What follows belongs to an exercise in optimizing a design on an open flow for small area; a production flow would make more cautious choices.
At most, simulation tests tie the RTL to the original design; equivalence was not proved.
No functional check of the RTL was part of runs 3 to 5.
Power and IR drop assume default switching activity.

**flow/run.sh**
```bash
#!/bin/bash
# synth_recipe.tcl (not shown) runs the flow's synth.tcl, then flattens the netlist and writes it again
# the make line also repeats each setting of config.mk as NAME=value (left out here)
make -C /OpenROAD-flow-scripts/flow DESIGN_CONFIG=/design/flow/config.mk WORK_HOME=/design/flow/orfs CLKGATE_MAP_FILE= SYNTH_SCRIPT=/design/flow/synth_recipe.tcl finish
```
**flow/config.mk**
```make
export PLATFORM = sky130hd
export DESIGN_NAME = stop_watch
export DESIGN_NICKNAME = stop_watch
export VERILOG_FILES = /design/flow/design.v
export SDC_FILE = /design/flow/constraint.sdc
export NUM_CORES = 4
export LEC_CHECK = 0
export CAP_MARGIN = 20
export CORE_MARGIN = 2
export CORE_UTILIZATION = 40
export SLEW_MARGIN = 20
```
**flow/constraint.sdc**
```tcl
create_clock -name core_clock -period 6.0 [get_ports {clk}]
set_input_delay 1.2000 -clock core_clock [delete_from_list [all_inputs] [get_ports {clk}]]
set_output_delay 1.2000 -clock core_clock [all_outputs]
set_load 0.01 [all_outputs]
```
**flow/design.v**
```verilog
`timescale 1ns / 1ps
module clock_divider( clk, rst, one_hz_tick, two_hz_tick, blink_clock, hundred_hz_tick
    );
	input clk, rst;
	output one_hz_tick, two_hz_tick, blink_clock, hundred_hz_tick;
	reg one_hz_temp;
	reg two_hz_temp;
	reg blink_temp;
	reg hundred_hz_temp;
	reg [14:0] oneHz_counter;
	reg [13:0] twoHz_counter;
	reg [12:0] blinkHz_counter;
	reg [5:0] hundredHz_counter;
	wire one_hz_wrap     = (oneHz_counter == 15'd20000 - 15'd1);
	wire two_hz_wrap     = (twoHz_counter == 14'd10000 - 14'd1);
	wire blink_wrap      = (blinkHz_counter == 13'd5000 - 13'd1);
	wire hundred_hz_wrap = (hundredHz_counter == 6'd50 - 6'd1);
	 always @ (posedge clk) begin
        if (rst == 1'b1) begin
            oneHz_counter <= 15'b0;
            one_hz_temp <= 1'b0;
        end
        else if (one_hz_wrap) begin
            oneHz_counter <= 15'b0;
            one_hz_temp <= ~one_hz_temp;
        end
        else begin
            oneHz_counter <= oneHz_counter + 15'b1;
        end
    end
    always @ (posedge clk) begin
        if (rst == 1'b1) begin
            twoHz_counter <= 14'b0;
            two_hz_temp <= 1'b0;
        end
        else if (two_hz_wrap) begin
            twoHz_counter <= 14'b0;
            two_hz_temp <= ~two_hz_temp;
        end
        else begin
            twoHz_counter <= twoHz_counter + 14'b1;
        end
    end
    always @ (posedge clk) begin
        if (rst == 1'b1) begin
            hundredHz_counter <= 6'b0;
            hundred_hz_temp <= 1'b0;
        end
        else if (hundred_hz_wrap) begin
            hundredHz_counter <= 6'b0;
            hundred_hz_temp <= ~hundred_hz_temp;
        end
        else begin
            hundredHz_counter <= hundredHz_counter + 6'b1;
        end
    end
    always @ (posedge clk) begin
        if (rst == 1'b1) begin
            blinkHz_counter <= 13'b0;
            blink_temp <= 1'b0;
        end
        else if (blink_wrap) begin
            blinkHz_counter <= 13'b0;
            blink_temp <= ~blink_temp;
        end
        else begin
            blinkHz_counter <= blinkHz_counter + 13'b1;
        end
    end
	assign one_hz_tick = one_hz_wrap & ~one_hz_temp;
	assign two_hz_tick = two_hz_wrap & ~two_hz_temp;
	assign hundred_hz_tick = hundred_hz_wrap & ~hundred_hz_temp;
	assign blink_clock = blink_temp;
endmodule
`timescale 1ns / 1ps
module debouncing( clk, rst, pause_btn, pause_pulse, hundred_hz_tick
    );
    input clk, rst, hundred_hz_tick, pause_btn;
    output pause_pulse;
    reg [2:0] step_d_pause;
    always @ (posedge clk) begin
        if (rst)
            step_d_pause <= 3'b000;
        else if (hundred_hz_tick)
            step_d_pause[2:0] <= {pause_btn, step_d_pause[2:1]};
    end
    assign pause_pulse = hundred_hz_tick & ~step_d_pause[1] & step_d_pause[2];
endmodule
`timescale 1ns / 1ps
module counter(clk, rst, pause_pulse, one_hz_tick, two_hz_tick,
   select, adj, seconds, minutes);
   input clk, rst;
   input one_hz_tick, two_hz_tick;
   input pause_pulse, select, adj;
   output [5:0] seconds, minutes;
   reg [5:0] minutes_temp;
   reg [5:0] seconds_temp;
   reg is_pause;
   wire count_tick;
   always @ (posedge clk)
   begin
    if (rst)
      is_pause <= 1'b0;
    else if (pause_pulse)
      is_pause <= ~is_pause;
   end
   assign count_tick = adj ? two_hz_tick : one_hz_tick;
   always @ (posedge clk)
   begin
      if (rst)
        begin
        seconds_temp <= 6'b000000;
        minutes_temp <= 6'b000000;
        end
      else if (count_tick)
        begin
        if (~is_pause)
            begin
            if (adj)
                begin
                if (select)
                    begin
                    if (seconds_temp >= 59)
                        seconds_temp <= 6'b000000;
                    else
                        seconds_temp <= seconds_temp + 2;
                    end
                 else
                    begin
                    if (minutes_temp >= 59)
                        minutes_temp <= 6'b000000;
                    else
                        minutes_temp <= minutes_temp + 2;
                    end
                 end
             else
                begin
                if(seconds_temp >= 59)
                begin
                    if(minutes_temp >= 59)
                    begin
                        seconds_temp <= 59;
                        minutes_temp <= 59;
                    end
                    else
                    begin
                        seconds_temp <= 0;
                        minutes_temp <= minutes_temp + 1;
                    end
                end
                else
                    seconds_temp <= seconds_temp + 1;
                end
           end
       end
   end
assign seconds = seconds_temp;
assign minutes = minutes_temp;
endmodule
`timescale 1ns / 1ps
module seven_segment_display(minutes, seconds, v0, v1, v2, v3
    );
    input [5:0] minutes;
    input [5:0] seconds;
    output [6:0] v0;
    output [6:0] v1;
    output [6:0] v2;
    output [6:0] v3;
    wire [3:0] min0_temp;
    wire [3:0] min1_temp;
    wire [3:0] sec0_temp;
    wire [3:0] sec1_temp;
    reg [6:0] vec0;
    reg [6:0] vec1;
    reg [6:0] vec2;
    reg [6:0] vec3;
    assign min1_temp = minutes / 10;
    assign min0_temp = minutes -  (10*min1_temp);
    assign sec1_temp = seconds / 10;
    assign sec0_temp = seconds - (10*sec1_temp);
    always @ (*)
    begin
        case (min0_temp)
            4'b0000: vec2 = 7'b1000000;
            4'b0001: vec2 = 7'b1111001;
            4'b0010: vec2 = 7'b0100100;
            4'b0011: vec2 = 7'b0110000;
            4'b0100: vec2 = 7'b0011001;
            4'b0101: vec2 = 7'b0010010;
            4'b0110: vec2 = 7'b0000010;
            4'b0111: vec2 = 7'b1111000;
            4'b1000: vec2 = 7'b0000000;
            4'b1001: vec2 = 7'b0010000;
            default: vec2 = 7'b1111111;
        endcase
        case (min1_temp)
            4'b0000: vec3 = 7'b1000000;
            4'b0001: vec3 = 7'b1111001;
            4'b0010: vec3 = 7'b0100100;
            4'b0011: vec3 = 7'b0110000;
            4'b0100: vec3 = 7'b0011001;
            4'b0101: vec3 = 7'b0010010;
            4'b0110: vec3 = 7'b0000010;
            4'b0111: vec3 = 7'b1111000;
            4'b1000: vec3 = 7'b0000000;
            4'b1001: vec3 = 7'b0010000;
            default: vec3 = 7'b1111111;
        endcase
        case (sec0_temp)
            4'b0000: vec0 = 7'b1000000;
            4'b0001: vec0 = 7'b1111001;
            4'b0010: vec0 = 7'b0100100;
            4'b0011: vec0 = 7'b0110000;
            4'b0100: vec0 = 7'b0011001;
            4'b0101: vec0 = 7'b0010010;
            4'b0110: vec0 = 7'b0000010;
            4'b0111: vec0 = 7'b1111000;
            4'b1000: vec0 = 7'b0000000;
            4'b1001: vec0 = 7'b0010000;
            default: vec0 = 7'b1111111;
        endcase
        case (sec1_temp)
            4'b0000: vec1 = 7'b1000000;
            4'b0001: vec1 = 7'b1111001;
            4'b0010: vec1 = 7'b0100100;
            4'b0011: vec1 = 7'b0110000;
            4'b0100: vec1 = 7'b0011001;
            4'b0101: vec1 = 7'b0010010;
            4'b0110: vec1 = 7'b0000010;
            4'b0111: vec1 = 7'b1111000;
            4'b1000: vec1 = 7'b0000000;
            4'b1001: vec1 = 7'b0010000;
            default: vec1 = 7'b1111111;
        endcase
    end
    assign v0 = vec0;
    assign v1 = vec1;
    assign v2 = vec2;
    assign v3 = vec3;
endmodule
`timescale 1ns / 1ps
module final_display(clk, rst, blink_hz, hundred_hz_tick, select, adj, vec0, vec1, vec2, vec3,
               cathode, anode);
    input clk, rst;
    input blink_hz, hundred_hz_tick, select, adj;
    input [6:0]vec0;
    input [6:0]vec1;
    input [6:0]vec2;
    input [6:0]vec3;
    output [6:0] cathode;
    output [3:0] anode;
    reg [1:0] seg_case;
    reg [6:0] cathode_temp;
    reg [3:0] anode_temp;
    always @ (posedge clk)
    begin
        if (rst)
        begin
            seg_case <= 2'b00;
            anode_temp <= 4'b1111;
            cathode_temp <= 7'b1111111;
        end
        else if (hundred_hz_tick)
        begin
        if(seg_case == 0)
        begin
            seg_case <= seg_case + 2'b01;
            anode_temp <= 4'b0111;
            if(adj)
            begin
                if(!select)
                begin
                    if(blink_hz)
                        cathode_temp <= vec3;
                    else
                        cathode_temp <= 7'b1111111;
                end
                else
                    cathode_temp <= vec3;
            end  
            else
                cathode_temp <= vec3;
        end  
        else if (seg_case == 1)
        begin
            seg_case <= seg_case + 2'b01;
            anode_temp <= 4'b1011;
            if(adj)
            begin
                if(!select)
                begin
                    if(blink_hz)
                        cathode_temp <= vec2;
                    else
                        cathode_temp <= 7'b1111111;
                end
                else
                    cathode_temp <= vec2;
            end  
            else
                cathode_temp <= vec2;
        end  
       else if(seg_case == 2)
        begin
            seg_case <= seg_case + 2'b01;
            anode_temp <= 4'b1101;
            if(adj)
            begin
                if(select)
                begin
                    if(blink_hz)
                        cathode_temp <= vec1;
                    else
                        cathode_temp <= 7'b1111111;
                end
                else
                    cathode_temp <= vec1;
            end  
            else
                cathode_temp <= vec1;
        end  
        else if (seg_case == 3)
        begin
            seg_case <= seg_case + 2'b01;
            anode_temp <= 4'b1110;
            if(adj)
            begin
                if(select)
                begin
                    if(blink_hz)
                        cathode_temp <= vec0;
                    else
                        cathode_temp <= 7'b1111111;
                end
                else
                    cathode_temp <= vec0;
            end  
            else
                cathode_temp <= vec0;
        end  
        end
    end  
assign cathode = cathode_temp;
assign anode = anode_temp;
endmodule
`timescale 1ns / 1ps
module stop_watch(clk, pause, rst, adj, select, anode, cathode
    );
    input clk, pause, rst, adj, select;
    output [3:0] anode;
    output [6:0] cathode;
    wire one_hz_tick;
    wire two_hz_tick;
    wire blink_clock;
    wire hundred_hz_tick;
    wire pause_pulse;  
    wire [5:0] minutes_top;
    wire [5:0] seconds_top;
    wire [6:0] vec0;
    wire [6:0] vec1;
    wire [6:0] vec2;
    wire [6:0] vec3;
    clock_divider clk_div(.clk(clk), .rst(rst),
        .one_hz_tick(one_hz_tick), .two_hz_tick(two_hz_tick),
        .blink_clock(blink_clock), .hundred_hz_tick(hundred_hz_tick));
    debouncing debouncer(.clk(clk), .rst(rst), .pause_btn(pause),
        .pause_pulse(pause_pulse), .hundred_hz_tick(hundred_hz_tick));
    counter counting(.clk(clk), .rst(rst), .pause_pulse(pause_pulse),
        .one_hz_tick(one_hz_tick), .two_hz_tick(two_hz_tick),
        .select(select), .adj(adj), .seconds(seconds_top), .minutes(minutes_top));
    seven_segment_display seg_display(.minutes(minutes_top), .seconds(seconds_top),
        .v0(vec0), .v1(vec1), .v2(vec2), .v3(vec3));
    final_display f_dis (.clk(clk), .rst(rst), .blink_hz(blink_clock), .hundred_hz_tick(hundred_hz_tick),
        .select(select), .adj(adj), .vec0(vec0), .vec1(vec1), .vec2(vec2), .vec3(vec3),
        .cathode(cathode), .anode(anode));
endmodule
```
==> results of run 1 <==
## through the flow
| stage | instances | util, % |
|---|---|---|
| 2_1_floorplan | 679 | - |
| 4_1_cts | 872 | 46.3 |
| 3_5_place_dp | 857 | 44.0 |
| 5_1_grt | 876 | 46.9 |
| 3_3_place_gp | 857 | 44.0 |
| 6_report | 876 | 46.9 |
## report_power, final
group | internal (µW) | switching (µW)
Sequential | 538 | 5.92
Combinational | 15.1 | 24.6
Clock | 333 | 217
## cell type report
type / instances / area (µm²)
clock inverters: 4 / 53.8
multi-input cells: 543 / 3750
flip-flops and latches: 80 / 1600
inverters: 29 / 109
fillers: 1328 / 7090
clock buffers: 11 / 243
repair buffers: 33 / 285
well taps: 176 / 220
## what timing repair did
item / CTS / global route
endpoints found under the hold margin: 0 / 0
gates resized for setup: 0 / 10
setup buffers: 0 / 4
endpoints found under the setup margin: 0 / 7
## worst reg2reg max path: stages, from the launching register on
cell      delay, ns
dfxtp_1        0.32
inv_1          0.10
ha_1           0.24
nand2b_1       0.18
a21o_1         0.19
ha_1           0.32
o21bai_1       0.17
a222oi_1       0.37
nand4_2        0.16
inv_1          0.09
ha_1           0.12
nor3b_2        0.22
nor2_1         0.06
and3_1         0.21
mux2i_4        0.17
nand3_2        0.11
ha_1           0.21
fa_1           0.40
xnor2_2        0.17
xnor2_2        0.19
a31oi_1        0.35
nor2b_4        0.13
or4_1          0.48
a31o_1         0.23
a221o_1        0.30
## registers in the layout, summed over array words and instances (netlist names)
name and flops:
debouncer.step_d_pause 2, clk_div.twoHz_counter 14, clk_div.blinkHz_counter 13, counting.seconds_temp 6, counting.is_pause 1, clk_div.hundredHz_counter 6
counting.minutes_temp 6, clk_div.oneHz_counter 15, f_dis.anode_temp 4, f_dis.cathode_temp 7, clk_div.blink_temp 1, clk_div.hundred_hz_temp 1
clk_div.one_hz_temp 1, clk_div.two_hz_temp 1, f_dis.seg_case 2
## layout by cell type (no fill, tap or decap), drive strengths merged, types with 4 or more instances in the layout
cell           instances
ha                    54
o21a                   7
clkbuf                11
mux2i                 11
nand3                 29
o31ai                  6
nor4b                  4
nand2                 53
nand2b                 9
inv                   30
and2                   5
dfxtp                 80
or2                    7
xor2                  23
a21o                   6
xnor2                 27
a211o                 10
buf                   18
a21oi                 42
clkdlybuf4s50         15
nor2b                  8
a31oi                  4
nor3                  12
nor3b                  6
or3                    8
nand4                 15
nor2                  95
a211oi                 4
and3                   7
o21ai                 35
## cells by family (layout without fill, tap and decap cells)
kind of cell	count (synthesis)	after routing	share of synthesized area, %
AO/OA/AOI/OAI	150	150	18.6
adder cells (fa/ha/maj)	56	56	12.9
buffers and inverters	56	77	4.48
multiplexers	14	14	2.67
flip-flops	80	80	29.0
XOR/XNOR	50	50	8.06
AND/OR/NAND/NOR	273	273	24.2
## layer usage
metal / GRT usage (%) / share of wire [%] / up-vias
li1: - / - / 2420
met1: 23.0 / 48 / 2277
met2: 29.9 / 47 / 72
met3: 3.00 / 3.2 / 18
met4: 6.47 / 1.7 / 0
met5: 0 / 0 / -
## path summary, 6_finish.rpt
kind	from	endpoint	slack, ns
max	counting.seconds_temp[1]	f_dis.cathode_temp[0]	0.40
min	clk_div.blinkHz_counter[0]	clk_div.blinkHz_counter[0]	0.45
max reg2reg	counting.seconds_temp[1]	f_dis.cathode_temp[0]	0.40
min reg2reg	clk_div.blinkHz_counter[0]	clk_div.blinkHz_counter[0]	0.45
==> results.rst, run 1 <==
.. list-table::
   :header-rows: 1

   * - Metric
     - Value
   * - Worst hold slack
     - 0.446 ns
   * - WP data arrival
     - 5.83 ns
   * - Instance count of the mapped netlist
     - 679
   * - Tot GR Track Use
     - 17.8%
   * - Critical path capture point type
     - flop
   * - Finished Cell Area
     - 6260 µm²
   * - Unique masters post-synth
     - between 70 and 80
   * - Outcome
     - timing/DRC/antenna clean
   * - Share of flip-flops with an asynchronous set or reset
     - 0%
   * - Cell class contributing the biggest share of worst-path delay
     - compound AO/OA/AOI/OAI gates
   * - Synthesized netlist net count
     - 740
   * - Element type at the critical path start
     - flop
   * - Area growth syn-to-layout
     - 13.3%
   * - I/O Pins
     - 16
   * - Number of buffers added on ports
     - 15
   * - Initial core utilization
     - 41.4%
   * - Clock Path Buffers
     - 2
   * - Worst-margin pin slew
     - 0.862 ns
   * - Most frequent cell on the critical path
     - ha_1
   * - Count of hold-fix buffers inserted at cts
     - 0
   * - Crit path depth
     - 24
   * - Cell types occupying the most area after synthesis
     - dfxtp_1 29%, ha_1 12%, nor2_1 6.4%
   * - Net total in the final layout
     - 757
   * - Top cell types by occurrence after synthesis
     - 94 x nor2_1, 80 x dfxtp_1, 54 x ha_1, 53 x nand2_1, 42 x a21oi_1
   * - Clock Skew
     - 0.00739 ns
   * - Width of the chip
     - ~120 µm
   * - GPL Wtd Cong
     - ~0.93
   * - Overall power
     - 1130 µW
   * - Pre-antenna DRT Iters
     - 4
   * - Largest net degree at the start of global routing
     - 31
   * - Clock period minus worst slack
     - 5.60 ns
   * - DRT Wirelength
     - 12500 µm
   * - Post-synthesis instance area
     - 5530 µm²
   * - FP Rows
     - 42
   * - Post-route worst setup slack
     - 0.402 ns
   * - TritonCTS clock tree
     - yes
   * - EDFF count, synth
     - 0
   * - Type of the setup path with the least slack
     - flop to flop
   * - Avg Cell Area, Syn
     - 8.14 µm²
   * - Max-Cap Viols
     - 0
   * - Remaining Overflow, GRT
     - 0
   * - Power density normalized to cell area
     - 181 nW/µm²
   * - Total number of H-tree levels
     - 3
   * - Count leader, synth
     - nor2_1
   * - Peak VDD IR
     - 0.173 mV
   * - CP bufs+invs
     - 2
   * - Total number of yosys warnings
     - 5
   * - Static power due to leakage
     - ~0.0024 µW
   * - Die Footprint
     - 14800 µm²
   * - Total via count in the routed design
     - 4787
   * - Cells along the critical path
     - inv_1, ha_1, nand2b_1, a21o_1, ha_1, o21bai_1, a222oi_1, nand4_2, inv_1, ha_1, nor3b_2, nor2_1, and3_1, mux2i_4, nand3_2, ha_1, fa_1, xnor2_2, xnor2_2, a31oi_1, nor2b_4, or4_1, a31o_1, a221o_1
   * - Setup Total Neg Slack
     - 0 ns
   * - Worst skew pair latency
     - 0.34 ns
   * - Global-route wire length before repair
     - between 20000 and 25000 µm
   * - Slowest library cell on the worst path
     - or4_1
   * - Final Slew Violations
     - 0
   * - Worst hold path depth
     - 1
   * - Number of DRC violations after detailed-routing iteration 0
     - approximately 290
   * - Standard cell area after detailed placement
     - 5880 µm²
   * - Area share of the largest cell type after synthesis
     - 29.0%
   * - Reg clk slew, reported paths
     - 0.06 ns
   * - Cell taking the most area after synthesis
     - dfxtp_1
   * - Core Footprint
     - ~13000 µm²
   * - Number of antenna violations at the first check in global routing
     - 0
   * - Number of failing setup endpoints in the final timing report
     - 0
   * - WL/cell
     - between 10 and 15 µm
   * - CP peak stage delay
     - ~0.48 ns
   * - Post-synthesis sequential area ratio
     - 29.0%
   * - Number of buffers inserted during clock tree synthesis
     - 9
   * - # DRC
     - 0
   * - Share of post-route cells with drive strength above 1
     - 9.14%
   * - Highest net fanout along the worst path
     - 7
   * - Vias in the first global route
     - 4597
   * - Flip-flop cell with the highest count after synthesis
     - dfxtp_1
   * - Cell count of the worst reg-to-reg path
     - 24
   * - Number of hold violations in the final report
     - 0
   * - FMAX
     - 179 MHz
   * - HPWL after detailed placement
     - 9080 µm
   * - Cell at the root of the clock tree
     - clkbuf_16
   * - CTS sink count
     - 80
   * - Portion of the clock cycle consumed by the worst path in the final layout
     - 93.3%
   * - ANT cells
     - 0
   * - Vias per Instance
     - 5.46
   * - Worst slack after detailed placement
     - approximately 0.21 ns
   * - Worst hold path type
     - flop to flop
   * - Y dimension of the die
     - 122 µm
   * - Max-Slew Margin vs Limit
     - 42.1%
   * - Antenna-violating nets left
     - 0
   * - Flip-flop and latch count after synthesis
     - 80
   * - Required time at the worst-slack endpoint
     - 6.23 ns
==> run 2: changes to the inputs <==
==> flow/design.v (replaced) <==
`timescale 1ns / 1ps
module stop_watch(clk, pause, rst, adj, select, anode, cathode);
    input clk, pause, rst, adj, select;
    output [3:0] anode;
    output [6:0] cathode;
    reg [5:0] p;
    reg h;
    reg [4:0] q;
    reg [2:0] c2;
    reg [3:0] ring;
    reg s2, s1, paused;
    reg [1:0] pend;
    reg mask;
    reg [2:0] st, mt;
    reg [3:0] su, mu;
    wire pw   = (p == 6'd49);
    wire t400 = pw & ~h;
    wire t100 = pw & h;
    wire even = ring[3] & ring[1] & ~(ring[2] & ring[0]);   
    wire q0   = (q == 5'd0);
    wire bt   = t100 & q0 & even;        
    wire post = t400 & q0 & even;        
    wire s_top = (st == 3'd6) | (st == 3'd5 && su == 4'd9);
    wire m_top = (mt == 3'd6) | (mt == 3'd5 && mu == 4'd9);
    always @(posedge clk) begin
        if (rst) begin
            p <= 6'd0; h <= 1'b0; q <= 5'd0; c2 <= 3'd0; ring <= 4'b1111;
            s2 <= 1'b0; paused <= 1'b0; mask <= 1'b1;
            st <= 3'd0; su <= 4'd0; mt <= 3'd0; mu <= 4'd0;
        end else begin
            p <= pw ? 6'd0 : p + 6'd1;
            if (pw) h <= ~h;
            if (bt) c2 <= c2 + 3'd1;
            if (t400) begin
                q <= (q == 5'd24) ? 5'd0 : q + 5'd1;
                ring <= (ring[3] & ring[2] & ring[1]) ? 4'b0111 : {1'b1, ring[3:1]};
                s2 <= pause;
                if (s2 & ~s1) paused <= ~paused;
                mask <= adj & ~c2[0] & (select == (ring[3] & ring[0] & ~(ring[2] & ring[1])));
            end
            if (post & ~paused) begin
                case (pend)
                2'd1: begin  
                    if (s_top) begin
                        if (m_top) begin st <= 3'd5; su <= 4'd9; mt <= 3'd5; mu <= 4'd9; end
                        else begin
                            st <= 3'd0; su <= 4'd0;
                            if (mu == 4'd9) begin mu <= 4'd0; mt <= mt + 3'd1; end
                            else mu <= mu + 4'd1;
                        end
                    end else if (su == 4'd9) begin su <= 4'd0; st <= st + 3'd1; end
                    else su <= su + 4'd1;
                end
                2'd3: begin  
                    if (s_top) begin st <= 3'd0; su <= 4'd0; end
                    else if (su[3]) begin su <= {3'b000, su[0]}; st <= st + 3'd1; end
                    else su <= su + 4'd2;
                end
                2'd2: begin  
                    if (m_top) begin mt <= 3'd0; mu <= 4'd0; end
                    else if (mu[3]) begin mu <= {3'b000, mu[0]}; mt <= mt + 3'd1; end
                    else mu <= mu + 4'd2;
                end
                default: ;
                endcase
            end
        end
        if (t400) s1 <= s2;
        if (pw) pend <= (adj & c2[1:0] == 2'b01) ? {1'b1, select} :
                        (~adj & c2 == 3'b011) ? 2'd1 : 2'd0;
    end
    reg [3:0] dig;
    always @(*) begin
        case (ring)
        4'b0111: dig = {1'b0, mt};
        4'b1011: dig = mu;
        4'b1101: dig = {1'b0, st};
        default: dig = su;
        endcase
    end
    reg [6:0] seg;
    always @(*) begin
        case (dig)
        4'd0: seg = 7'b1000000;
        4'd1: seg = 7'b1111001;
        4'd2: seg = 7'b0100100;
        4'd3: seg = 7'b0110000;
        4'd4: seg = 7'b0011001;
        4'd5: seg = 7'b0010010;
        4'd6: seg = 7'b0000010;
        4'd7: seg = 7'b1111000;
        4'd8: seg = 7'b0000000;
        4'd9: seg = 7'b0010000;
        default: seg = 7'bxxxxxxx;
        endcase
    end
    assign anode = ring;
    assign cathode = mask ? 7'b1111111 : seg;
endmodule
==> run 2 against run 1 <==
Effect of this change:
- still clean
- cell count down 55%
- combinational power down 71%
- die area down 52%
- area after synthesis down 53%
- critical path depth down 16
- global-route usage down 1.4 points
- routed wire length down 57%
- sequential share of layout area up 2.4 points
- first-iteration DRC count down 74%
- maximum frequency up 22%
- largest cell class unchanged
==> results.rst, run 2 <==
.. list-table::
   :header-rows: 1

   * - Metric
     - Value
   * - Required time at the worst-slack endpoint
     - 4.80 ns (-1.43 ns)
   * - Largest net degree at the start of global routing
     - 29 (-6.5%)
   * - WP data arrival
     - 3.39 ns (-2.44 ns)
   * - Commonest cells after routing, fill and taps aside
     - 36 x dfxtp_1, 31 x nor2_1, 25 x ha_1, 24 x nand2_1
   * - Total number of H-tree levels
     - 2 (-1)
   * - Final Slew Violations
     - 0 (unchanged)
   * - I/O Pins
     - 16 (unchanged)
   * - Power density normalized to cell area
     - 169 nW/µm² (-6.9%)
   * - FMAX
     - 218 MHz (+22%)
   * - Antenna-violating nets left
     - 0 (unchanged)
   * - Unrepaired setup endpoints after global routing
     - false
   * - Internal power of the cells
     - 377 µW (-57%)
   * - Vias in the first global route
     - 2055 (-55%)
   * - DRT Wirelength
     - 5330 µm (-57%)
   * - DP Cell Count
     - 384 (-55%)
   * - Element type at the critical path start
     - flop
   * - Worst skew pair latency
     - 0.30 ns (-0.04 ns)
   * - Number of buffers inserted to repair setup after CTS
     - 0 (unchanged)
   * - Vias per Instance
     - 5.44 (-0.52%)
   * - Type of the setup path with the least slack
     - flop to primary output
   * - Remaining Overflow, GRT
     - 0 (unchanged)
   * - Fraction of power consumed by sequential logic
     - 54.2% (+6.2 points)
   * - Cell types occupying the most area after synthesis
     - dfxtp_1 28%, ha_1 12%, nor2_1 4.5%
   * - Share of the synthesized netlist area taken by xor and xnor gates
     - 5.09% (-3.0 points)
   * - Number of standard cells in the layout, taps in and fillers out
     - 392 (-55%)
   * - Worst hold path type
     - flop to flop
   * - Net switching fraction of the power
     - 22.9% (+1.0 points)
   * - TritonCTS clock tree
     - yes
   * - Post-synthesis instance area
     - 2580 µm² (-53%)
   * - Critical path capture point type
     - primary output
   * - Instance count of the mapped netlist
     - 305 (-55%)
   * - Worst-margin pin slew
     - 0.970 ns (+0.108 ns)
   * - Biggest register
     - p
   * - Number of hold violations in the final report
     - 0 (unchanged)
   * - Y dimension of the die
     - 84.4 µm (-31%)
   * - Fraction of power consumed by the clock network
     - 43.4% (-5.1 points)
   * - Unique masters post-synth
     - 55 (-30%)
   * - Worst hold slack
     - 0.470 ns (+0.0239 ns)
   * - Synthesized-area fraction occupied by adder cells
     - 12.1% (-0.83 points)
   * - Number of antenna violations at the first check in global routing
     - 0 (unchanged)
   * - Number of DRC violations after detailed-routing iteration 0
     - 76 (-74%)
   * - Outcome
     - timing/DRC/antenna clean
   * - Reg clk slew, reported paths
     - 0.08 ns (+0.02 ns)
   * - Synthesized netlist net count
     - 335 (-55%)
   * - Dominant combinational cell family by area after synthesis
     - simple AND/OR/NAND/NOR gates
   * - Clock Path Buffers
     - 2 (unchanged)
   * - Flip-flop and latch count after synthesis
     - 39 (-51%)
   * - Flip-flop cell with the highest count after synthesis
     - dfxtp_1
   * - Static power due to leakage
     - 0.00110 µW (-55%)
   * - EDFF count, synth
     - 3 (+3)
   * - Biggest regs
     - p (6), q (5)
   * - Max-Slew Margin vs Limit
     - 35.1% (-7.0 points)
   * - Die Footprint
     - 7110 µm² (-52%)
   * - GPL Wtd Cong
     - 0.824 (-11%)
   * - Count leader, synth
     - dfxtp_1
   * - # DRC
     - 0 (unchanged)
   * - Highest net fanout along the worst path
     - 19 (+12)
   * - Switch Pwr
     - 112 µW (-55%)
   * - Post-synthesis compound-gate area fraction
     - 19.6% (+0.95 points)
   * - Initial core utilization
     - 40.9% (-0.51 points)
   * - Total number of yosys warnings
     - 1 (-4)
   * - Leading cell type in the layout, fill and taps excluded
     - dfxtp_1
   * - Width of the chip
     - 84.4 µm (-31%)
   * - Cell at the root of the clock tree
     - clkbuf_8
   * - Avg Cell Area, Syn
     - 8.47 µm² (+4.0%)
   * - Share of post-route cells with drive strength above 1
     - 5.71% (-3.4 points)
   * - Tot GR Track Use
     - 16.3% (-1.4 points)
   * - WL/cell
     - 13.6 µm (-4.9%)
   * - Flip-flop count of the largest register after layout
     - 6 (-9)
   * - Setup Total Neg Slack
     - 0 ns (unchanged)
   * - Number of buffers added on ports
     - 15 (unchanged)
   * - Max-Cap Viols
     - 0 (unchanged)
   * - ANT cells
     - 0 (unchanged)
   * - Peak VDD IR
     - 0.120 mV (-31%)
   * - Area share of the largest cell type after synthesis
     - 27.9% (-1.1 points)
   * - Net total in the final layout
     - 344 (-55%)
   * - Number of failing setup endpoints in the final timing report
     - 0 (unchanged)
   * - Top cell types by occurrence after synthesis
     - 36 x dfxtp_1, 31 x nor2_1, 25 x ha_1, 24 x nand2_1
   * - Clock period minus worst slack
     - 4.59 ns (-1.01 ns)
   * - Post-synthesis mux area share
     - 1.94% (-0.73 points)
   * - CTS sink count
     - 39 (-51%)
   * - Share of flip-flops with an asynchronous set or reset
     - 0% (unchanged)
   * - Pre-antenna DRT Iters
     - 4 (unchanged)
   * - FP Rows
     - 29 (-31%)
   * - Portion of the clock cycle consumed by the worst path in the final layout
     - 76.5% (-17 points)
   * - Total via count in the routed design
     - 2131 (-55%)
   * - Comb power frac
     - 2.4% (-1.1 points)
   * - Cts repair resizes
     - 0 (unchanged)
   * - Number of buffers inserted during clock tree synthesis
     - 5 (-4)
   * - Simple logic cell fraction of the synthesized area
     - 25.3% (+1.0 points)
   * - HPWL after detailed placement
     - 3890 µm (-57%)
   * - Count of hold-fix buffers inserted at cts
     - 0 (unchanged)
   * - Global-route wire length before repair
     - 9580 µm (-55%)
   * - Area growth syn-to-layout
     - 12.3%
   * - Core Footprint
     - 6310 µm² (-53%)
   * - Clock Skew
     - 0.0115 ns (+0.00415 ns)
   * - Cell taking the most area after synthesis
     - dfxtp_1
   * - Post-synthesis sequential area ratio
     - 31.4% (+2.4 points)
==> run 2: changes by cell type after synthesis, moves of 8 or more <==
cell	previous run	this run
o21ai_0	25	16
inv_1	29	17
nand4_1	14	3
a21oi_1	42	17
nand3_1	29	5
o21ai_1	9	1
xnor2_1	27	9
ha_1	54	25
nor3_1	12	3
xor2_1	22	6
nand2_1	53	24
dfxtp_1	80	36
nor2_1	94	31
==> run 2: cell families after synthesis <==
group / after synthesis
AND/OR/NAND/NOR: 116
AO/OA/AOI/OAI: 74
flip-flops: 39
buffers and inverters: 31
adder cells (fa/ha/maj): 25
XOR/XNOR: 15
multiplexers: 5
==> run 2: cell type report <==
cell class / count / area (µm²)
fillers: 654 / 3410
repair buffers: 16 / 158
clock inverters: 2 / 16.3
flip-flops and latches: 39 / 811
multi-input cells: 235 / 1660
well taps: 77 / 96.3
clock buffers: 6 / 93.8
inverters: 17 / 63.8
==> run 2: final timing paths <==
check | cells after the start | end | start | slack [ns]
max | 8 | cathode[5] | ring[2] | 1.41
min | 1 | p[0] | p[0] | 0.47
max reg2reg | 5 | mt[2] | ring[1] | 3.58
min reg2reg | 1 | p[0] | p[0] | 0.47
==> run 2: power by group through the flow <==
stage / combinational (µW) / sequential, µW / clock [µW]
global placement: 12.0 / 271 / 0
detailed placement: 12.1 / 271 / 0
CTS: 12.2 / 265 / 220
global route: 13.4 / 266 / 233
finish: 11.6 / 265 / 212
floorplan: 6.86 / 271 / 0
==> run 2: per-stage QoR <==
| stage | setup slack, ns | util [%] | cell area [µm²] | power (µW) |
|---|---|---|---|---|
| after floorplan | 2.41 | - | 2580 | 278 |
| after global placement | 1.79 | 44.2 | 2790 | 283 |
| after detailed placement | 1.72 | 44.2 | 2790 | 283 |
| after CTS | 1.38 | 45.9 | 2900 | 498 |
| after global routing | 1.09 | 45.9 | 2900 | 512 |
| final | 1.41 | 45.9 | 2900 | 489 |
==> run 2: critical path, stage by stage, from the launching register on <==
cell and delay [ns]:
dfxtp_1 0.67, a21oi_1 0.16, a211o_1 0.33, a221oi_1 0.61
inv_1 0.19, ha_1 0.25, nor3b_1 0.13, a211o_1 0.28
clkdlybuf4s50_1 0.47
==> run 2: per-layer routing <==
layer,vias up,share of wire [%],global-route usage (%)
met4,0,0.86,5.05
met1,999,49,21.8
li1,1106,-,-
met3,6,3.3,3.54
met2,20,47,26.6
met5,-,0,0
==> run 3: changes to the inputs <==
--- a/flow/design.v
+++ b/flow/design.v
@@ -13,11 +13,11 @@
     reg mask;
     reg [2:0] st, mt;
     reg [3:0] su, mu;
-    wire pw   = (p == 6'd49);
+    wire pw   = (p == 6'b001001);    
     wire t400 = pw & ~h;
     wire t100 = pw & h;
     wire even = ring[3] & ring[1] & ~(ring[2] & ring[0]);   
-    wire q0   = (q == 5'd0);
+    wire q0   = (q == 5'b00000);
     wire bt   = t100 & q0 & even;        
     wire post = t400 & q0 & even;        
     wire s_top = (st == 3'd6) | (st == 3'd5 && su == 4'd9);
@@ -28,11 +28,11 @@
             s2 <= 1'b0; paused <= 1'b0; mask <= 1'b1;
             st <= 3'd0; su <= 4'd0; mt <= 3'd0; mu <= 4'd0;
         end else begin
-            p <= pw ? 6'd0 : p + 6'd1;
+            p <= pw ? 6'd0 : {p[4:0], ~(p[5] ^ p[4])};
             if (pw) h <= ~h;
             if (bt) c2 <= c2 + 3'd1;
             if (t400) begin
-                q <= (q == 5'd24) ? 5'd0 : q + 5'd1;
+                q <= (q == 5'b10100) ? 5'd0 : {q[3:0], ~(q[4] ^ q[2])};
                 ring <= (ring[3] & ring[2] & ring[1]) ? 4'b0111 : {1'b1, ring[3:1]};
                 s2 <= pause;
                 if (s2 & ~s1) paused <= ~paused;
==> flow/flow/run.sh (new file) <==
#!/bin/bash
# Own layout flow: the standard synthesis, then the combinational logic between the
# (unchanged) flip-flops is re-optimised for area with ABC, proven equivalent to the standard
# netlist with a SAT miter, and the standard ORFS flow continues from that netlist.
set -euo pipefail
W=$PWD
F=$W/flow
PLAT=${FLOW_PLATFORM:-sky130hd}
TOP=${FLOW_TOP:-stop_watch}
R=$W/orfs/results/$PLAT/stop_watch/base
LIB=$FLOW_HOME/platforms/$PLAT/lib/sky130_fd_sc_hd__tt_025C_1v80.lib

bash standard.sh synth > $W/log_1_standard_synth.log 2>&1

cp $R/1_2_yosys.v $W/std_netlist.v
python3 $F/unmap.py $LIB $W/std_netlist.v $W/std_unmapped.v > $W/log_2_unmap.log 2>&1

DU=$(sed -n '/DONT_USE_CELLS/,/^$/p' $FLOW_HOME/platforms/$PLAT/config.mk | tr -d '\\' \
     | grep -o 'sky130_fd_sc_hd__[a-z0-9_]*' | sed 's/^/-dont_use /' | tr '\n' ' ')
SCRIPT=${REOPT_SCRIPT:-'+strash;&get,-n;&deepsyn,-T,60;&dch,-f;&nf,-R,1000;&put'}
cat > $W/reopt.ys <<EOT
read_liberty -lib $LIB
read_verilog $W/std_unmapped.v
hierarchy -top $TOP
opt -purge
techmap
opt -fast -purge
abc -liberty $LIB $DU -script $SCRIPT
opt_clean -purge
hilomap -singleton -hicell sky130_fd_sc_hd__conb_1 HI -locell sky130_fd_sc_hd__conb_1 LO
insbuf -buf sky130_fd_sc_hd__buf_4 A X
splitnets
opt_clean -purge
stat -liberty $LIB
write_verilog -noattr -nohex -nodec $W/reopt_netlist.v
EOT
ok=0
if yosys -s $W/reopt.ys > $W/log_3_reopt.log 2>&1; then
  # prove the new logic equal to the standard netlist's, flip-flops cut
  python3 $F/unmap.py $LIB $W/reopt_netlist.v $W/reopt_unmapped.v >> $W/log_2_unmap.log 2>&1
  python3 $F/cut.py $W/std_unmapped.v $W/cut_gold.v $TOP
  python3 $F/cut.py $W/reopt_unmapped.v $W/cut_gate.v $TOP
  cat > $W/equiv.ys <<EOT
read_verilog $W/cut_gold.v
rename $TOP gold
read_verilog $W/cut_gate.v
rename $TOP gate
proc
opt_clean
miter -equiv -flatten -make_assert -ignore_gold_x gold gate miter
hierarchy -top miter
sat -verify -prove-asserts -set-init-undef miter
EOT
  if yosys -s $W/equiv.ys > $W/log_4_equiv.log 2>&1 && grep -q "SUCCESS" $W/log_4_equiv.log; then
    ok=1
  fi
fi
if [[ $ok == 1 ]]; then
  echo "using re-optimised netlist" | tee $W/log_5_choice.log
  cp $W/reopt_netlist.v $R/1_2_yosys.v
  rm -f $R/1_synth.odb $R/1_synth.sdc
else
  echo "re-optimisation failed or not proven; using the standard netlist" | tee $W/log_5_choice.log
fi

bash standard.sh finish ${FLOW_MAKE_ARGS:-} > $W/log_6_standard_finish.log 2>&1
==> flow/flow/cut.py (new file) <==
#!/usr/bin/env python3
"""Turn a flat netlist of unmapped logic (unmap.py output) into a purely combinational module:
each flip-flop instance becomes a primary input (its Q) and a primary output (its D pins),
so two versions of the logic can be compared by a SAT miter."""
import re, sys, hashlib
src, dst, top = sys.argv[1:4]
text = open(src).read()
inst_re = re.compile(r'^\s*(sky130_fd_sc_hd__\w+)\s+(\S+)\s*\((.*?)\);', re.S | re.M)
ins, outs, assigns = [], [], []
k = 0
def rep(m):
    global k
    cell, name, body = m.groups()
    conns = re.findall(r'\.(\w+)\(([^()]*)\)', body)
    lines = []
    for pin, net in conns:
        net = net.strip()
        if net == '': continue
        port = 'cut_' + hashlib.md5((name + '.' + pin).encode()).hexdigest()[:16]
        if pin in ('Q', 'Q_N'):
            ins.append(port); lines.append('  assign %s = %s;' % (net + ' ', port))
        elif pin == 'CLK':
            continue
        else:
            outs.append(port); lines.append('  assign %s = %s;' % (port, net + ' '))
    return '\n'.join(lines)
text = inst_re.sub(rep, text)
# add the cut ports to the module header
m = re.search(r'module\s+%s\s*\(' % re.escape(top), text)
extra = ''.join(' %s,' % x for x in ins + outs)
text = text[:m.end()] + extra + text[m.end():]
decl = ''.join('  input %s;\n' % x for x in ins) + ''.join('  output %s;\n' % x for x in outs)
semi = text.index(';', m.end())
text = text[:semi + 1] + '\n' + decl + text[semi + 1:]
open(dst, 'w').write(text)
==> flow/flow/unmap.py (new file) <==
#!/usr/bin/env python3
"""Replace each combinational standard-cell instance in a flat Yosys netlist by
assign statements of its liberty function; sequential cells are kept."""
import re, sys
lib, src, dst = sys.argv[1:4]
funcs = {}   # cell -> {outpin: expr}
cur = None; pin = None; seq = set()
for line in open(lib):
    m = re.match(r'\s*cell\s*\(\s*"?(\w+)"?\s*\)', line)
    if m: cur = m.group(1); funcs[cur] = {}; continue
    if cur is None: continue
    if re.match(r'\s*(ff|latch|statetable)\s*\(', line): seq.add(cur)
    m = re.match(r'\s*pin\s*\(\s*"?(\w+)"?\s*\)', line)
    if m: pin = m.group(1); continue
    m = re.match(r'\s*function\s*:\s*"([^"]*)"', line)
    if m and pin: funcs[cur][pin] = m.group(1)
text = open(src).read()
out = []
inst_re = re.compile(r'^\s*(sky130_fd_sc_hd__\w+)\s+(\S+)\s*\((.*?)\);', re.S | re.M)
pos = 0; n = 0
for m in inst_re.finditer(text):
    cell, name, body = m.groups()
    if cell in seq or cell not in funcs or not funcs[cell]:
        continue
    conns = dict(re.findall(r'\.(\w+)\(([^()]*)\)', body))
    assigns = []
    for op, f in funcs[cell].items():
        if op not in conns or conns[op].strip() == '': continue
        e = f.replace('!', '~')
        e = re.sub(r'\b([A-Za-z_]\w*)\b', lambda k: '(' + conns[k.group(1)].strip() + ' )', e)
        assigns.append('  assign %s = %s;' % (conns[op].strip() + ' ', e))
    out.append((m.start(), m.end(), '\n'.join(assigns)))
    n += 1
res = []; last = 0
for s, e, rep in out:
    res.append(text[last:s]); res.append(rep); last = e
res.append(text[last:])
open(dst, 'w').write(''.join(res))
print('unmapped', n, 'cells', file=sys.stderr)
==> flow/standard.sh (new file) <==
#!/bin/bash
# synth_recipe.tcl (not shown) runs the flow's synth.tcl, then flattens the netlist and writes it again
# the make line also repeats each setting of config.mk as NAME=value (left out here)
make -C /OpenROAD-flow-scripts/flow DESIGN_CONFIG=/design/flow/config.mk WORK_HOME=/design/flow/orfs CLKGATE_MAP_FILE= SYNTH_SCRIPT=/design/flow/synth_recipe.tcl "${@:-finish}"
removed: flow/run.sh
==> run 3 against run 2 <==
Effect of this change:
- die area is 1.7% lower
- first-iteration DRC count increased by 79%
- clock power increased by 9%
- critical path depth down 1
- register-to-register slack worse by 0.11 ns
- critical endpoint is now cathode[6]
- largest cell class unchanged
- largest power group unchanged
==> results.rst, run 3 <==
.. list-table::
   :header-rows: 1

   * - Metric
     - Value
   * - Slack of the worst reg-to-reg path
     - 3.47 ns (-0.11 ns)
   * - Portion of the clock cycle consumed by the worst path in the final layout
     - 76.3% (-0.19 points)
   * - Biggest regs
     - p (6), q (5)
   * - First element of the critical path
     - ring[2]
   * - Element type at the critical path start
     - flop
   * - CP peak stage delay
     - 0.68 ns (about the same)
   * - Peak VDD IR
     - 0.109 mV (-8.8%)
   * - Cell count of the worst reg-to-reg path
     - 8 (+3)
   * - Number of failing setup endpoints in the final timing report
     - 0 (unchanged)
   * - Instance count of the mapped netlist
     - 309 (+1.3%)
   * - TritonCTS clock tree
     - yes
   * - CTS sink count
     - 39 (unchanged)
   * - Cells along the critical path
     - a21oi_1, a211o_1, a221oi_1, inv_1, ha_1, a221o_1, clkdlybuf4s50_1
   * - Net total in the final layout
     - 343 (-0.29%)
   * - Setup Total Neg Slack
     - 0 ns (unchanged)
   * - Global-route wire length before repair
     - 9760 µm (+1.9%)
   * - Cell at the root of the clock tree
     - clkbuf_8
   * - Max-Cap Viols
     - 0 (unchanged)
   * - Number of buffers inserted to repair setup after CTS
     - 0 (unchanged)
   * - Y dimension of the die
     - 83.6 µm (-0.84%)
   * - Flip-flop and latch count after synthesis
     - 39 (unchanged)
   * - Clock Skew
     - 0.00862 ns (-0.00292 ns)
   * - Avg Cell Area, Syn
     - 8.21 µm² (-3.0%)
   * - Number of hold violations in the final report
     - 0 (unchanged)
   * - Power density normalized to cell area
     - 183 nW/µm² (+8.4%)
   * - Number of DRC violations after detailed-routing iteration 0
     - 136 (+79%)
   * - Total via count in the routed design
     - 2170 (+1.8%)
   * - Slowest library cell on the worst path
     - a221oi_1
   * - HPWL after detailed placement
     - 4070 µm (+4.5%)
   * - Comb power frac
     - 4.2% (+1.8 points)
   * - Worst-margin pin slew
     - 0.723 ns (-0.247 ns)
   * - Reg clk slew, reported paths
     - 0.09 ns (about the same)
   * - I/O Pins
     - 16 (unchanged)
   * - Post-synthesis sequential area ratio
     - 32.0% (+0.56 points)
   * - DRT Wirelength
     - 5450 µm (+2.3%)
   * - Commonest cells after routing, fill and taps aside
     - 36 x nand2_1, 36 x dfxtp_1, 22 x a21oi_1, 22 x nor2_1, 22 x ha_1
   * - Worst setup path end
     - cathode[6]
   * - Core Footprint
     - 6240 µm² (-1.1%)
   * - Switch Pwr
     - 120 µW (+6.8%)
   * - Max-Slew Margin vs Limit
     - 51.8% (+17 points)
   * - Number of buffers inserted during clock tree synthesis
     - 5 (unchanged)
   * - EDFF count, synth
     - 3 (unchanged)
   * - Number of antenna violations at the first check in global routing
     - 0 (unchanged)
   * - Unrepaired setup endpoints after global routing
     - false
   * - Initial core utilization
     - 40.7% (-0.25 points)
   * - Fraction of power consumed by sequential logic
     - 51.4% (-2.8 points)
   * - Largest net degree at the start of global routing
     - 29 (unchanged)
   * - Number of buffers added on ports
     - 15 (unchanged)
   * - Share of post-route cells with drive strength above 1
     - 5.36% (-0.35 points)
   * - Biggest register
     - p
   * - # DRC
     - 0 (unchanged)
   * - FF-to-FF Start
     - mu[1]
   * - Total number of H-tree levels
     - 2 (unchanged)
   * - Width of the chip
     - 83.6 µm (-0.84%)
   * - ANT cells
     - 0 (unchanged)
   * - Top cell types by occurrence after synthesis
     - 36 x dfxtp_1, 36 x nand2_1, 22 x a21oi_1, 22 x ha_1, 22 x nor2_1
   * - Outcome
     - timing/DRC/antenna clean
   * - Internal power of the cells
     - 400 µW (+6.1%)
   * - Tot GR Track Use
     - 17.0% (+0.62 points)
   * - Antenna-violating nets left
     - 0 (unchanged)
   * - Cell taking the most area after synthesis
     - dfxtp_1
   * - Count of hold-fix buffers inserted at cts
     - 0 (unchanged)
   * - Die Footprint
     - 7000 µm² (-1.7%)
   * - Net switching fraction of the power
     - 23.0% (+0.12 points)
   * - Remaining Overflow, GRT
     - 0 (unchanged)
   * - Synthesized netlist net count
     - 336 (+0.30%)
   * - Worst skew pair latency
     - 0.30 ns (about the same)
   * - Pre-antenna DRT Iters
     - 4 (unchanged)
   * - Highest net fanout along the worst path
     - 18 (-1)
   * - Fraction of power consumed by the clock network
     - 44.4% (+1.0 points)
   * - Worst hold path type
     - flop to flop
   * - FMAX
     - 219 MHz (+0.25%)
   * - Cts repair resizes
     - 0 (unchanged)
   * - Type of the setup path with the least slack
     - flop to primary output
   * - Cell types occupying the most area after synthesis
     - dfxtp_1 28%, ha_1 11%, nand2_1 5.3%
   * - Share of flip-flops with an asynchronous set or reset
     - 0% (unchanged)
   * - Static power due to leakage
     - 0.00112 µW (+1.7%)
   * - Area growth syn-to-layout
     - 12.0%
   * - Vias in the first global route
     - 2055 (unchanged)
   * - FP Rows
     - 29 (unchanged)
   * - Worst hold slack
     - 0.455 ns (-0.0143 ns)
   * - Required time at the worst-slack endpoint
     - 4.80 ns (about the same)
   * - Vias per Instance
     - 5.51 (+1.3%)
   * - Unique masters post-synth
     - 55 (unchanged)
   * - Critical path capture point type
     - primary output
   * - Area share of the largest cell type after synthesis
     - 28.4% (+0.50 points)
   * - Reg-to-reg critical path endpoint
     - mt[2]
   * - Fillcell total
     - 635 (-2.9%)
   * - GPL Wtd Cong
     - 0.846 (+2.7%)
   * - WP data arrival
     - 3.38 ns (about the same)
   * - Post-synthesis instance area
     - 2540 µm² (-1.7%)
   * - Flip-flop count of the largest register after layout
     - 6 (unchanged)
   * - WL/cell
     - 13.8 µm (+1.8%)
   * - Flip-flop cell with the highest count after synthesis
     - dfxtp_1
   * - Final Slew Violations
     - 0 (unchanged)
   * - Fin util
     - 45.5% (-0.39 points)
   * - Clock period minus worst slack
     - 4.58 ns (-0.0116 ns)
   * - Total number of yosys warnings
     - 1 (unchanged)
   * - Clock Path Buffers
     - 2 (unchanged)
-- run 3: cell count changes after synthesis, sizes merged, moves of 4 or more --
cell / change
nand2: +12
nor2: -8
a211oi: -5
xor2: -4
inv: +4
nor3: +6
a221o: +4
a21oi: +5
nand4b: -5
xnor2: -6
-- run 3: power by group through the flow --
stage | Clock, µW | Sequential, µW | Combinational (µW)
3_5_place_dp | 0 | 273 | 22.4
5_1_grt | 251 | 268 | 24.8
6_report | 231 | 267 | 22.0
2_1_floorplan | 0 | 272 | 14.7
4_1_cts | 237 | 267 | 22.4
3_3_place_gp | 0 | 273 | 22.4
-- run 3: routing by layer --
| metal | part of all wire, % | wire (µm) | track usage (%) | vias to the layer above |
|---|---|---|---|---|
| met4 | 2.1 | 117 | 5.13 | 0 |
| met3 | 3.7 | 201 | 4.35 | 10 |
| li1 | - | - | - | 1107 |
| met2 | 46 | 2530 | 27.8 | 43 |
| met1 | 48 | 2600 | 22.0 | 1010 |
| met5 | 0 | 0 | 0 | - |
-- run 3: logic make-up after synthesis --
logic type / share of synthesized area (%)
DFF: 32.0
buffers and inverters: 5.97
AOI/OAI and AO/OA: 20.0
adders and majority gates: 10.8
xor gates and xnor gates: 1.73
muxes: 4.19
and+or+nand+nor: 25.3
-- run 3: worst max-delay path, delay by kind of cell, from the launching register on --
family / cells / cell delay [ns]
AO/OA/AOI/OAI: 4 / 1.49
flip-flops: 1 / 0.66
buffers and inverters: 2 / 0.66
adder cells (fa/ha/maj): 1 / 0.26
-- run 3: how the worst min path moves through the flow --
stage / from / endpoint / slack (ns) / cells after the start
floorplan: s2 / s1 / 0.42 / 0
global placement: s2 / s1 / 0.44 / 0
detailed placement: s2 / s1 / 0.43 / 0
CTS: s2 / s1 / 0.46 / 0
global route: s2 / s1 / 0.47 / 0
finish: s2 / s1 / 0.46 / 0
-- run 3: cell type report --
type	count	area [µm²]	share of cell area, %
multi-input cells	232	1580	55.4
flip-flops and latches	39	811	28.5
repair buffers	17	165	5.81
well taps	77	96.3	3.39
inverters	21	78.8	2.77
clock buffers	5	68.8	2.42
clock inverters	3	47.5	1.67
-- run 3: per-stage QoR --
step | instances | total power [µW] | setup slack (ns) | cell area, µm²
CTS | 394 | 526 | 1.42 | 2840
global placement | 386 | 295 | 1.87 | 2730
detailed placement | 386 | 295 | 1.76 | 2730
finish | 394 | 520 | 1.42 | 2840
global route | 394 | 543 | 1.21 | 2840
floorplan | 309 | 286 | 2.60 | 2540
==> run 4: changes to the inputs <==
--- a/flow/flow/run.sh
+++ b/flow/flow/run.sh
@@ -49,7 +49,7 @@
 opt_clean
 miter -equiv -flatten -make_assert -ignore_gold_x gold gate miter
 hierarchy -top miter
-sat -verify -prove-asserts -set-init-undef miter
+sat -verify -prove-asserts miter
 EOT
   if yosys -s $W/equiv.ys > $W/log_4_equiv.log 2>&1 && grep -q "SUCCESS" $W/log_4_equiv.log; then
     ok=1
==> run 4 against run 3 <==
Effect of this change:
- maximum frequency is 8.7% higher
- cell count shrank 26%
- setup slack gained 0.37 ns
- flip-flop and latch count unchanged
- non-clock buffer count decreased by 1
- core utilization up 2.1 points
- critical path depth grew 2
- sequential power barely moved
- die area decreased by 29%
- largest cell class unchanged
- routed wire length decreased by 31%
- critical endpoint is now cathode[5]
- still clean
- critical path type unchanged
- area after synthesis shrank 31%
==> results.rst, run 4 <==
.. list-table::
   :header-rows: 1

   * - Metric
     - Value
   * - Tot GR Track Use
     - 16.6% (-0.41 points)
   * - Number of antenna violations at the first check in global routing
     - 0 (unchanged)
   * - Cts repair resizes
     - 0 (unchanged)
   * - Worst hold path type
     - flop to flop
   * - Width of the chip
     - 70.4 µm (-16%)
   * - Total number of H-tree levels
     - 2 (unchanged)
   * - WP data arrival
     - 3.01 ns (-0.37 ns)
   * - Worst-margin pin slew
     - 0.668 ns (-0.0548 ns)
   * - Power density normalized to cell area
     - 221 nW/µm² (+21%)
   * - Worst slack after detailed placement
     - 2.11 ns (+0.344 ns)
   * - Max-Slew Margin vs Limit
     - 55.0% (+3.2 points)
   * - Outcome
     - timing/DRC/antenna clean
   * - Clock period minus worst slack
     - 4.21 ns (-0.367 ns)
   * - Pre-antenna DRT Iters
     - 4 (unchanged)
   * - Number of DRC violations after detailed-routing iteration 0
     - 86 (-37%)
   * - Slowest library cell on the worst path
     - dfxtp_1
   * - TritonCTS clock tree
     - yes
   * - Max-Cap Viols
     - 0 (unchanged)
   * - Post-route worst setup slack
     - 1.79 ns (+0.367 ns)
   * - Synthesized netlist net count
     - 222 (-34%)
   * - Cell class contributing the biggest share of worst-path delay
     - compound AO/OA/AOI/OAI gates
   * - Biggest register
     - p
   * - Area growth syn-to-layout
     - 16.2%
   * - Fraction of power consumed by the clock network
     - 37.6% (-6.8 points)
   * - Worst Min Path Start
     - h
   * - Reg-to-reg critical path endpoint
     - mu[3]
   * - Portion of the clock cycle consumed by the worst path in the final layout
     - 70.1% (-6.1 points)
   * - Flip-flop count of the largest register after layout
     - 6 (unchanged)
   * - CP peak stage delay
     - 0.51 ns (-0.17 ns)
   * - Largest net degree at the start of global routing
     - 20 (-31%)
   * - Highest net fanout along the worst path
     - 11 (-7)
   * - Fin util
     - 47.7% (+2.1 points)
   * - Worst skew pair latency
     - 0.28 ns (-0.02 ns)
   * - Overall power
     - 453 µW (-13%)
   * - I/O Pins
     - 16 (unchanged)
   * - Remaining Overflow, GRT
     - 0 (unchanged)
   * - Number of buffers added on ports
     - 15 (unchanged)
   * - Die Footprint
     - 4950 µm² (-29%)
   * - Final Slew Violations
     - 0 (unchanged)
   * - Commonest cells after routing, fill and taps aside
     - 36 x dfxtp_1, 32 x nor2_1, 24 x nand2_1, 21 x a21oi_1, 15 x clkdlybuf4s50_1
   * - GPL Wtd Cong
     - 0.840 (-0.65%)
   * - Type of the setup path with the least slack
     - flop to primary output
   * - Unrepaired setup endpoints after global routing
     - false
   * - Fraction of power consumed by sequential logic
     - 58.6% (+7.2 points)
   * - Net switching fraction of the power
     - 22.1% (-0.88 points)
   * - Total number of yosys warnings
     - 1 (unchanged)
   * - Cell at the root of the clock tree
     - clkbuf_8
   * - CP bufs+invs
     - 1 (-1)
   * - Cells along the critical path
     - maj3_1, nand3_1, a311o_1, o21ai_0, xor2_1, a21oi_1, nand2b_1, a22o_1, clkdlybuf4s50_1
   * - Required time at the worst-slack endpoint
     - 4.80 ns (about the same)
   * - Avg Cell Area, Syn
     - 8.12 µm² (-1.1%)
   * - Hold worst-path end
     - h
   * - Clock Skew
     - 0.00536 ns (-0.00327 ns)
   * - Element type at the critical path start
     - flop
   * - CTS sink count
     - 39 (unchanged)
   * - # DRC
     - 0 (unchanged)
   * - Leading cell type in the layout, fill and taps excluded
     - dfxtp_1
   * - Antenna-violating nets left
     - 0 (unchanged)
   * - Internal power of the cells
     - 353 µW (-12%)
   * - Vias per Instance
     - 5.31 (-3.5%)
   * - Core Footprint
     - 4290 µm² (-31%)
   * - Biggest regs
     - p (6), q (5)
   * - Vias in the first global route
     - 1420 (-31%)
   * - WL/cell
     - 12.9 µm (-6.7%)
   * - Post-synthesis instance area
     - 1760 µm² (-31%)
   * - Clock Path Buffers
     - 2 (unchanged)
   * - FP Rows
     - 24 (-17%)
   * - FMAX
     - 238 MHz (+8.7%)
   * - Critical path capture point type
     - primary output
   * - Switch Pwr
     - 100 µW (-16%)
   * - Cell count of the worst reg-to-reg path
     - 12 (+4)
   * - Count of hold-fix buffers inserted at cts
     - 0 (unchanged)
   * - DRT Wirelength
     - 3740 µm (-31%)
   * - Y dimension of the die
     - 70.4 µm (-16%)
   * - Share of post-route cells with drive strength above 1
     - 3.36% (-2.0 points)
   * - Peak VDD IR
     - 0.135 mV (+24%)
   * - Static power due to leakage
     - 0.000745 µW (-33%)
   * - Number of hold violations in the final report
     - 0 (unchanged)
   * - Initial core utilization
     - 41.1% (+0.40 points)
   * - Global-route wire length before repair
     - 6490 µm (-34%)
   * - Instance count of the mapped netlist
     - 217 (-30%)
   * - Total via count in the routed design
     - 1541 (-29%)
   * - Worst hold path depth
     - 2 (+2)
   * - Worst hold slack
     - 0.457 ns (+0.00184 ns)
   * - Comb power frac
     - 3.8% (-0.4 points)
   * - Number of buffers inserted to repair setup after CTS
     - 0 (unchanged)
   * - ANT cells
     - 0 (unchanged)
   * - HPWL after detailed placement
     - 2870 µm (-29%)
   * - Setup Total Neg Slack
     - 0 ns (unchanged)
   * - Slack of the worst reg-to-reg path
     - 2.73 ns (-0.74 ns)
   * - Number of failing setup endpoints in the final timing report
     - 0 (unchanged)
   * - Net total in the final layout
     - 242 (-29%)
   * - Reg clk slew, reported paths
     - 0.08 ns (about the same)
   * - Number of buffers inserted during clock tree synthesis
     - 5 (unchanged)
   * - FF-to-FF Start
     - p[1]
[run 4: cell count changes in the layout (fill, tap and decap cells not counted), sizes merged, moves of 4 or more]
| cell | before | now |
|---|---|---|
| nor3 | 9 | 13 |
| ha | 22 | 0 |
| inv | 22 | 0 |
| o22a | 0 | 5 |
| nand2 | 36 | 24 |
| nand3b | 8 | 0 |
| nor2 | 23 | 32 |
| clkinv | 1 | 11 |
| a221o | 4 | 0 |
| mux2i | 8 | 0 |
[run 4: worst max-delay path by stage]
stage / end / slack [ns] / cells past startpoint / start
after global routing: cathode[5] / 1.52 / 9 / ring[1]
after global placement: cathode[5] / 2.18 / 9 / ring[3]
after detailed placement: cathode[5] / 2.11 / 9 / ring[3]
final: cathode[5] / 1.79 / 9 / ring[1]
after floorplan: cathode[5] / 2.70 / 7 / ring[3]
after CTS: cathode[5] / 1.78 / 9 / ring[3]
[run 4: tightest hold or removal path, cell delays in order, from the launching register on]
cell and delay (ns):
dfxtp_1 0.32, nand2_1 0.05, nand2_1 0.04
[run 4: stage by stage]
step	instance area (µm²)	instances
global route	2050	290
finish	2050	290
detailed placement	1960	282
global placement	1960	282
CTS	2050	290
floorplan	1760	217
[run 4: metal layers]
layer / global-route usage [%] / wire length (µm) / share of wire [%]
met1: 23.4 / 1940 / 52
met5: 0 / 0 / 0
met3: 3.32 / 127 / 3.4
met2: 23.6 / 1580 / 42
met4: 8.76 / 92 / 2.5
[run 4: cell type report]
class / instances / area, µm²
tap: 52 / 65.1
clock inverter: 2 / 12.5
inverter: 10 / 37.5
timing repair buffer: 16 / 158
fill: 437 / 2250
multi-input combinational: 165 / 892
clock buffer: 6 / 72.6
sequential: 39 / 811
[run 4: power by group through the flow]
stage | clock (µW) | sequential [µW] | combinational [µW]
2_1_floorplan | 0 | 271 | 8.91
3_3_place_gp | 0 | 271 | 17.3
3_5_place_dp | 0 | 271 | 17.3
4_1_cts | 178 | 265 | 17.4
5_1_grt | 189 | 265 | 19.4
6_report | 170 | 265 | 17.3
==> run 5: changes to the inputs <==
--- a/flow/flow/run.sh
+++ b/flow/flow/run.sh
@@ -63,4 +63,4 @@
   echo "re-optimisation failed or not proven; using the standard netlist" | tee $W/log_5_choice.log
 fi
 
-bash standard.sh finish ${FLOW_MAKE_ARGS:-} > $W/log_6_standard_finish.log 2>&1
+bash standard.sh finish "BUFFER_PORTS_ARGS=-buffer_cell sky130_fd_sc_hd__buf_1" > $W/log_6_standard_finish.log 2>&1
==> run 5 against run 4 <==
Effect of this change:
- count of clock-buffer cells in the layout unchanged
- core utilization shrank 1.2 points
- cell count rose by 1.4%
- register-to-register slack improved by 0.62 ns
- critical path type unchanged
- critical endpoint is now cathode[4]
- highest routed layer unchanged
==> results.rst, run 5 <==
.. list-table::
   :header-rows: 1

   * - Metric
     - Value
   * - Clock Path Buffers
     - 2 (unchanged)
   * - Portion of the clock cycle consumed by the worst path in the final layout
     - 61.7% (-8.4 points)
   * - Total via count in the routed design
     - 1560 (+1.2%)
   * - Synthesized netlist net count
     - 225 (+1.4%)
   * - FMAX
     - 270 MHz (+14%)
   * - Element type at the critical path start
     - flop
   * - Reg clk slew, reported paths
     - 0.08 ns (about the same)
   * - Avg Cell Area, Syn
     - 8.18 µm² (+0.74%)
   * - Comb power frac
     - 2.7% (-1.1 points)
   * - Clock Skew
     - 0.00608 ns (+0.000725 ns)
   * - Worst-margin pin slew
     - 0.524 ns (-0.144 ns)
   * - Biggest register
     - p
   * - Core Footprint
     - 4350 µm² (+1.4%)
   * - Cts repair resizes
     - 0 (unchanged)
   * - FF/Latch Area
     - 811 µm² (unchanged)
   * - Vias in the first global route
     - 1446 (+1.8%)
   * - Count of hold-fix buffers inserted at cts
     - 0 (unchanged)
   * - Largest net degree at the start of global routing
     - 25 (+25%)
   * - Unrepaired setup endpoints after global routing
     - false
   * - Number of buffers inserted during clock tree synthesis
     - 5 (unchanged)
   * - TritonCTS clock tree
     - yes
   * - Number of buffers added on ports
     - 15 (unchanged)
   * - Tot GR Track Use
     - 15.9% (-0.69 points)
   * - Remaining Overflow, GRT
     - 0 (unchanged)
   * - Global-route wire length before repair
     - 6380 µm (-1.7%)
   * - Number of antenna violations at the first check in global routing
     - 0 (unchanged)
   * - Static power due to leakage
     - 0.000709 µW (-4.8%)
   * - Total number of yosys warnings
     - 1 (unchanged)
   * - Number of buffers inserted to repair setup after CTS
     - 0 (unchanged)
   * - FP Rows
     - 24 (unchanged)
   * - # DRC
     - 0 (unchanged)
   * - WP data arrival
     - 2.50 ns (-0.51 ns)
   * - Post-synthesis instance area
     - 1800 µm² (+2.1%)
   * - HPWL after detailed placement
     - 2650 µm (-7.8%)
   * - Max-Cap Viols
     - 0 (unchanged)
   * - Peak VDD IR
     - 0.128 mV (-5.6%)
   * - Required time at the worst-slack endpoint
     - 4.80 ns (about the same)
   * - Critical path capture point type
     - primary output
   * - Antenna-violating nets left
     - 0 (unchanged)
   * - CTS sink count
     - 39 (unchanged)
   * - Most frequent cell on the critical path
     - a21oi_1
   * - Internal power of the cells
     - 393 µW (+11%)
   * - Final Slew Violations
     - 0 (unchanged)
   * - Multi-input logic area
     - 933 µm² (+4.6%)
   * - Commonest cells after routing, fill and taps aside
     - 36 x dfxtp_1, 31 x nor2_1, 25 x a21oi_1, 23 x nand2_1, 15 x buf_1
   * - WL/cell
     - 12.5 µm (-3.5%)
   * - Outcome
     - timing/DRC/antenna clean
   * - Power density normalized to cell area
     - 245 nW/µm² (+11%)
   * - Worst slack after detailed placement
     - 2.68 ns (+0.573 ns)
   * - Cells along the critical path
     - nand2_1, nand2_1, nand3_1, a21oi_1, a22oi_1, o21a_1, a21oi_1, a21oi_1, a21oi_1, nand2_1, buf_1
   * - I/O Pins
     - 16 (unchanged)
   * - Fillcell total
     - 445 (+1.8%)
   * - Switch Pwr
     - 104 µW (+3.6%)
   * - ANT cells
     - 0 (unchanged)
   * - Number of DRC violations after detailed-routing iteration 0
     - 50 (-42%)
   * - Biggest regs
     - p (6), q (5)
   * - Die Footprint
     - 5050 µm² (+2.0%)
   * - Net switching fraction of the power
     - 20.9% (-1.2 points)
   * - Max-Slew Margin vs Limit
     - 64.7% (+9.7 points)
   * - Slowest library cell on the worst path
     - dfxtp_1
   * - CP peak stage delay
     - 0.52 ns (about the same)
   * - Initial core utilization
     - 41.4% (+0.30 points)
   * - Vias per Instance
     - 5.31 (-0.14%)
   * - Clock period minus worst slack
     - 3.70 ns (-0.505 ns)
   * - Number of hold violations in the final report
     - 0 (unchanged)
   * - Setup Total Neg Slack
     - 0 ns (unchanged)
   * - Area growth syn-to-layout
     - 12.4%
   * - Worst hold path type
     - flop to flop
   * - Cell at the root of the clock tree
     - clkbuf_8
   * - Post-route worst setup slack
     - 2.30 ns (+0.505 ns)
   * - Net total in the final layout
     - 246 (+1.7%)
   * - Width of the chip
     - 71.1 µm (+1.0%)
   * - Instance count of the mapped netlist
     - 220 (+1.4%)
   * - Worst skew pair latency
     - 0.30 ns (+0.02 ns)
   * - Y dimension of the die
     - 71.1 µm (+1.0%)
   * - Flip-flop count of the largest register after layout
     - 6 (unchanged)
   * - Type of the setup path with the least slack
     - flop to primary output
   * - DRT Wirelength
     - 3660 µm (-2.1%)
   * - Pre-antenna DRT Iters
     - 4 (unchanged)
   * - Total number of H-tree levels
     - 2 (unchanged)
   * - Fraction of power consumed by sequential logic
     - 53.4% (-5.2 points)
   * - Number of failing setup endpoints in the final timing report
     - 0 (unchanged)
   * - GPL Wtd Cong
     - 0.828 (-1.4%)
   * - Share of post-route cells with drive strength above 1
     - 3.72% (+0.36 points)
   * - Highest net fanout along the worst path
     - 11 (unchanged)
   * - Leading cell type in the layout, fill and taps excluded
     - dfxtp_1
   * - Fraction of power consumed by the clock network
     - 43.9% (+6.3 points)
[run 5: layout make-up]
type,instances,area share (%)
multi-input cells,169,46.1
flip-flops and latches,39,40.0
clock buffers,6,3.58
repair buffers,17,3.52
well taps,52,3.21
clock inverters,2,1.85
inverters,9,1.67
[run 5: worst paths after layout]
check	startpoint	end	slack (ns)	cells after the start
setup / recovery	ring[1]	cathode[4]	2.30	11
hold / removal	p[5]	p[0]	0.46	2
setup reg to reg	p[4]	mu[3]	3.35	14
hold reg to reg	p[5]	p[0]	0.46	2
[run 5: stage by stage]
stage | cell area [µm²] | hold WS [ns] | total power (µW) | utilization, % | std cells
final | 2020 | 0.464 | 497 | 46.5 | 294
after floorplan | 1800 | 0.430 | 278 | - | 220
after CTS | 2020 | 0.466 | 502 | 46.5 | 294
after global placement | 1910 | 0.448 | 285 | 44.0 | 286
after global routing | 2020 | 0.485 | 513 | 46.5 | 294
after detailed placement | 1910 | 0.453 | 285 | 44.0 | 286
[run 5: power by group through the flow]
stage | Sequential (µW) | Clock, µW | Combinational [µW]
after floorplan | 271 | 0 | 7.47
after global placement | 271 | 0 | 13.5
after detailed placement | 271 | 0 | 13.5
after CTS | 265 | 224 | 13.5
after global routing | 265 | 232 | 15.2
final | 265 | 218 | 13.2
[run 5: layer usage]
metal / part of all wire, % / GRT usage [%]
met5: 0 / 0
met4: 1.8 / 6.92
met3: 2.9 / 4.56
met2: 43 / 23.5
met1: 52 / 21.6
[run 5: critical path, delay by kind of cell (launching register included)]
kind                   cells  cell delay (ns)
flip-flops                 1             0.52
AO/OA/AOI/OAI              6             1.06
AND/OR/NAND/NOR            4             0.50
buffers and inverters      1             0.14

Check on run 5: ideal ports give 2.296 ns setup slack; a clkbuf_16 on the clock port and buf_2 on the inputs give 2.271 ns; moving port delays by the midpoint clock arrival (0.318 ns) as well gives 2.589 ns.
